Context: an optimization exercise on an open-source flow, tuned for small area, a short achievable clock period and few clock cycles. The choices shown serve that exercise and are no tape-out recipe.
Only simulation tests tie the RTL to the original design; equivalence was not proved.
Power and IR drop assume default switching activity.

--- flow/design.v ---
module MontgomeryMul (
  input          clock,
  input          reset,
  output         io_din_ready,
  input          io_din_valid,
  input  [255:0] io_din_bits_x,
  input  [255:0] io_din_bits_y,
  input  [255:0] io_din_bits_m,
  input  [8:0]   io_din_bits_k,
  output         io_dout_valid,
  output [255:0] io_dout_bits
);
  reg  [257:0] p;
  reg  [257:0] a;
  reg  [257:0] x;
  reg  [257:0] y;
  reg  [257:0] m;
  reg  [8:0]   k;
  reg          running;
  reg  [8:0]   bitCount;
  wire         din_fire = io_din_ready & io_din_valid;
  wire [257:0] x_sh     = x >> bitCount;
  wire         x_bit    = x_sh[0];
  wire [257:0] new_a    = p + (x_bit ? y : 258'd0);
  wire [257:0] new_am   = new_a + m;
  wire [257:0] p_next   = new_a[0] ? {1'b0, new_am[257:1]} : {1'b0, new_a[257:1]};
  wire         done     = running & (bitCount == k);
  wire [257:0] p_sub    = p - m;
  assign io_din_ready  = ~running;
  assign io_dout_valid = done;
  assign io_dout_bits  = (p >= m) ? p_sub[255:0] : p[255:0];
  always @(posedge clock) begin
    if (reset) begin
      p        <= 258'd0;
      a        <= 258'd0;
      x        <= 258'd0;
      y        <= 258'd0;
      m        <= 258'd0;
      k        <= 9'd0;
      running  <= 1'b0;
      bitCount <= 9'd0;
    end else begin
      if (din_fire) begin
        running <= 1'b1;
        x       <= {2'b00, io_din_bits_x};
        y       <= {2'b00, io_din_bits_y};
        m       <= {2'b00, io_din_bits_m};
        k       <= io_din_bits_k;
      end
      if (running) begin
        a        <= new_a;
        p        <= p_next;
        bitCount <= bitCount + 9'd1;
      end
      if (done) begin
        bitCount <= 9'd0;
        p        <= 258'd0;
        running  <= 1'b0;
      end
    end
  end
endmodule
--- flow/run.sh ---
#!/bin/bash
# synth_recipe.tcl (not shown) runs the flow's synth.tcl, then flattens the netlist and writes it again
# the make line also repeats each setting of config.mk as NAME=value (left out here)
make -C /OpenROAD-flow-scripts/flow DESIGN_CONFIG=/design/flow/config.mk WORK_HOME=/design/flow/orfs CLKGATE_MAP_FILE= SYNTH_SCRIPT=/design/flow/synth_recipe.tcl finish
--- flow/config.mk ---
export PLATFORM = sky130hd
export DESIGN_NAME = MontgomeryMul
export DESIGN_NICKNAME = MontgomeryMul
export VERILOG_FILES = /design/flow/design.v
export SDC_FILE = /design/flow/constraint.sdc
export NUM_CORES = 4
export LEC_CHECK = 0
export CAP_MARGIN = 20
export CELL_PAD_IN_SITES_DETAIL_PLACEMENT = 1
export CELL_PAD_IN_SITES_GLOBAL_PLACEMENT = 2
export CORE_MARGIN = 2
export CORE_UTILIZATION = 30
export SLEW_MARGIN = 20
--- flow/constraint.sdc ---
create_clock -name core_clock -period 13.0 [get_ports {clock}]
set_input_delay 2.6000 -clock core_clock [delete_from_list [all_inputs] [get_ports {clock}]]
set_output_delay 2.6000 -clock core_clock [all_outputs]
set_load 0.01 [all_outputs]
==> summary.txt <==
Global routing:
- The number of antenna violations at the first check in global routing is 48.
- For this run, the total global-route usage over all layers was measured as 0.346.
- The largest net degree at the start of global routing is approximately 190.
- The via count of the first global-routing pass is between 100k and 150k.
- For this run the aggregate overflow at the end of global routing stands at 0.
- The wire length of the first global-routing pass is 849000 µm.

Logic synthesis:
- The count of flip-flops with a built-in enable after synthesis is 0.
- Synthesis inferred between 1000 and 1500 register bits.
- Synthesis instantiated 90 different standard cells from the library.
- The top flip-flop cell by instance count after synthesis is dfxtp_1.
- The sequential share of the synthesized area is 0.212.
- The share of synthesized registers carrying an async set or reset is 0.
- The gate count of the mapped netlist is 14600.
- The count of warnings emitted by yosys is 1.
- The mapped cell area is 98600 µm².
- The synthesized netlist net count is about 16000.
- In this run the mean area of a mapped cell was between 6 and 7 µm².

STA:
- In this run the tightest slew margin relative to its limit is 0.0805.
- For the final routed database, the setup TNS stands at 0 ps.
- The number of max-slew violations in the final report is 0.
- The post-layout worst setup margin is approximately 330 ps.
- The worst clock skew is 81.4 ps.
- Setup repair after global routing left no endpoint under its margin.
- The final critical delay including setup and external delays is around 13000 ps.
- The total setup violations reported at the end of the flow is 0.
- The hold violation total from the final report is 0.
- At the pin with the least slew margin, the transition time is approximately 1400 ps.
- The peak clock frequency supported by timing is between 70 and 80 MHz.
- Dividing the final minimum period by the clock period gives 0.974.

Clock tree:
- The clock buffer count from CTS is about 150.
- The largest buffer count on any clock path is 4.
- TritonCTS built the clock tree.
- The clock transition at the registers of the reported paths is ~60 ps.
- For the worst-skew pair, the clock arrives at the later sink with an insertion delay of between 900 and 1000 ps.
- The root buffer cell is clkbuf_16.
- CTS saw about 1000 sinks.
- The count of H-tree levels built during CTS is 4.
- Hold repair after CTS inserted 0 buffers.

Worst setup path:
- In this run the worst path has a maximum fanout of between 100 and 150.
- In this design, the stage delay of the slowest critical-path cell is 640 ps.
- The start point of the critical path is bitCount[0].
- STA puts the critical path data arrival time at 13390 ps.
- STA classifies the critical path endpoint as a register.
- The most frequent cell on the critical path is mux4_2.
- STA puts the critical path data required time at 13720 ps.
- The startpoint of the most critical register-to-register path is bitCount[0].
- The critical path is of the reg -> reg type.
- STA classifies the critical path startpoint as a register.
- For this design, the slowest cell found on the critical path is or4_1.

Placement:
- Timing analysis after detailed placement gives a worst setup slack of -136 ps.
- After detailed placement, the design holds a cell count of between 15000 and 20000.
- Detailed placement ended at an HPWL of 511000 µm.
- Port buffering added approximately 1000 buffers.
- Routability-driven placement finished with a final weighted congestion of slightly above 1.
- The placement-stage cell area is roughly 110000 µm².

Finish:
- The post-route non-filler standard cell count is between 15000 and 20000.
- Once layout is done, the placed cells without fillers occupy between 100000 and 150000 µm².
- The relative area change from synthesis to final layout is 20.9%.
- Leaving out fill and tap cells, the most frequent cells in the layout are 2677 x nand2_1, 2620 x a21oi_1, 1197 x nor2_1.
- The commonest non-fill, non-tap cell in the layout is nand2_1.
- The share of layout cells above drive strength 1 is 0.0531.
- The final layout contains 16800 nets.

Routing:
- The count of nets left with antenna violations once routing finished came out at 0.
- The number of design-rule violations left by the first detailed-router iteration is ~8800.
- The detailed-route via count is 114000.
- The total iterations of the first detailed-routing run is 6.
- The total wire length is about 600000 µm.
- After detailed routing, the average wire length per cell comes to 30.5 µm.
- The detailed-route DRC error count is 0.
- After detailed routing, the number of vias per cell comes to between 5 and 6.

Die:
- The total die area is around 330000 µm².
- The die outline height is approximately 580 µm.
- between 1000 and 1500 I/O pins were placed.
- After floorplanning, the core was divided into 210 placement rows.
- The effective utilization at floorplan is 0.301.
- The width of the chip is between 500 and 600 µm.
- After floorplanning, the core was sized to cover between 300000 and 400000 µm².

Job:
- The total of max-cap violations is 0.

Power:
- The areal power density over the cells is roughly 140 nW/µm².
- For this design the static power due to leakage is around 46 nW.
- IR analysis of the VDD net gives a maximum drop of a little over 0.09 mV.

Hold path:
- The startpoint of the lowest-slack hold path is y[85].
- The classification of the worst-slack hold path is reg -> reg.

Status:
- The flow ran to the end and the layout has no timing, DRC or antenna violations.
-- stage by stage --
stage	total power, mW	utilization	hold WS (ps)
finish	17.1	0.364	451
CTS	17.1	0.364	453
global placement	12.5	0.348	440
floorplan	8.42	-	432
detailed placement	12.5	0.348	445
global route	17.9	0.364	469
-- layout make-up --
class | instances | area [µm²]
Fill cell | 40700 | 208000
Multi-Input combinational cell | 12100 | 72700
Sequential cell | 1044 | 20900
Timing Repair Buffer | 1360 | 13000
Tap cell | 4346 | 5440
Clock buffer | 179 | 3950
Inverter | 539 | 2030
Clock inverter | 77 | 1160
Antenna cell | 27 | 67.6
-- routing by layer --
layer,part of all wire,up-vias,global-route usage
met1,0.41,56900,0.420
met5,0.00027,-,0
met2,0.47,3506,0.590
met4,0.061,24,0.185
li1,-,53000,-
met3,0.053,989,0.0500
-- power breakdown --
group	switching, mW	internal (mW)
Combinational	5.56	3.21
Clock	1.81	2.64
Sequential	0.415	3.45
Total	7.79	9.30
-- repair_timing --
action,CTS,global route
resized for setup,2,24
setup endpoints to repair,2,36
gates cloned,0,0
pin swaps,1,1
buffers inserted,1,2
-- flip-flops by register name, indices dropped and copies added (netlist names) --
register and count:
bitCount 9, k 9, running 1, p 257, x 256, m 256
y 256
-- final timing paths --
| kind | slack, ps | endpoint | cells after the start |
|---|---|---|---|
| max | 330 | p[256] | 34 |
| min | 450 | y[85] | 2 |
| max reg2reg | 330 | p[256] | 34 |
| min reg2reg | 450 | y[85] | 2 |
-- synth_stat cells, types with 55 or more instances --
master	count	area share
nand2_1	2679	0.10
a21oi_1	2623	0.13
nor2_1	1201	0.046
dfxtp_1	1044	0.21
o21ai_0	1020	0.052
clkbuf_1	778	0.030
ha_1	768	0.097
inv_1	539	0.021
xnor2_1	476	0.042
nand4_1	440	0.028
o21bai_1	300	0.023
and2_1	288	0.018
xor2_1	287	0.025
a21o_1	213	0.016
nor3_1	211	0.011
a211oi_1	143	0.011
mux2i_1	136	0.014
o21a_1	127	0.0097
nand3_1	117	0.0059
a31oi_1	97	0.0062
mux4_2	85	0.019
o31ai_1	85	0.0065
nor4_1	78	0.0049
nand2b_1	64	0.0041
a21boi_0	60	0.0046
nor2b_1	55	0.0035
-- logic make-up (layout without fill, tap and decap cells) --
| family | after synthesis | in the layout | synth area share |
|---|---|---|---|
| AO/OA/AOI/OAI | 5018 | 5018 | 0.293 |
| XOR/XNOR | 763 | 763 | 0.0678 |
| adder cells (fa/ha/maj) | 771 | 771 | 0.0980 |
| buffers and inverters | 1401 | 2155 | 0.0540 |
| flip-flops | 1044 | 1044 | 0.212 |
| multiplexers | 259 | 259 | 0.0376 |
| other | 0 | 27 | 0 |
| AND/OR/NAND/NOR | 5338 | 5338 | 0.238 |
-- worst max-delay path: cells and delay by family (launching register included) --
kind            cells  cell delay (ps)
compound gates     12             3110
xor+xnor            1              190
fa+ha+maj           2              990
buf+inv             3              690
flops               1              460
mux                 4             2100
simple gates       12             4670
Testbench counts, summed over its fixed seeds: cycles 33,024.

-- separate check: timing with driven ports --
In the flow no input, the clock included, has a driving cell. The finished layout below was timed again as built, in two steps. Step 1, drivers: a clkbuf_16 drives clock and a buf_2 each remaining input, both assumed. Step 2 also shifts input and output timing later by t, the mid clock arrival at the registers, as if the neighbouring blocks saw the same clock. a / b / c = ideal / step 1 / step 2; a / b = the first two.
t, ns: 0.996
slack for setup (ns): 0.332 / 0.332 / 0.332
latest minus earliest clock arrival (ns): 0.082 / 0.082
worst register clock-pin slew, ns: 0.08 / 0.08
After both steps setup and hold are still met in this run. The setup slack of this run moves by 0.000 ns with the drivers and by 0.000 ns with both steps.
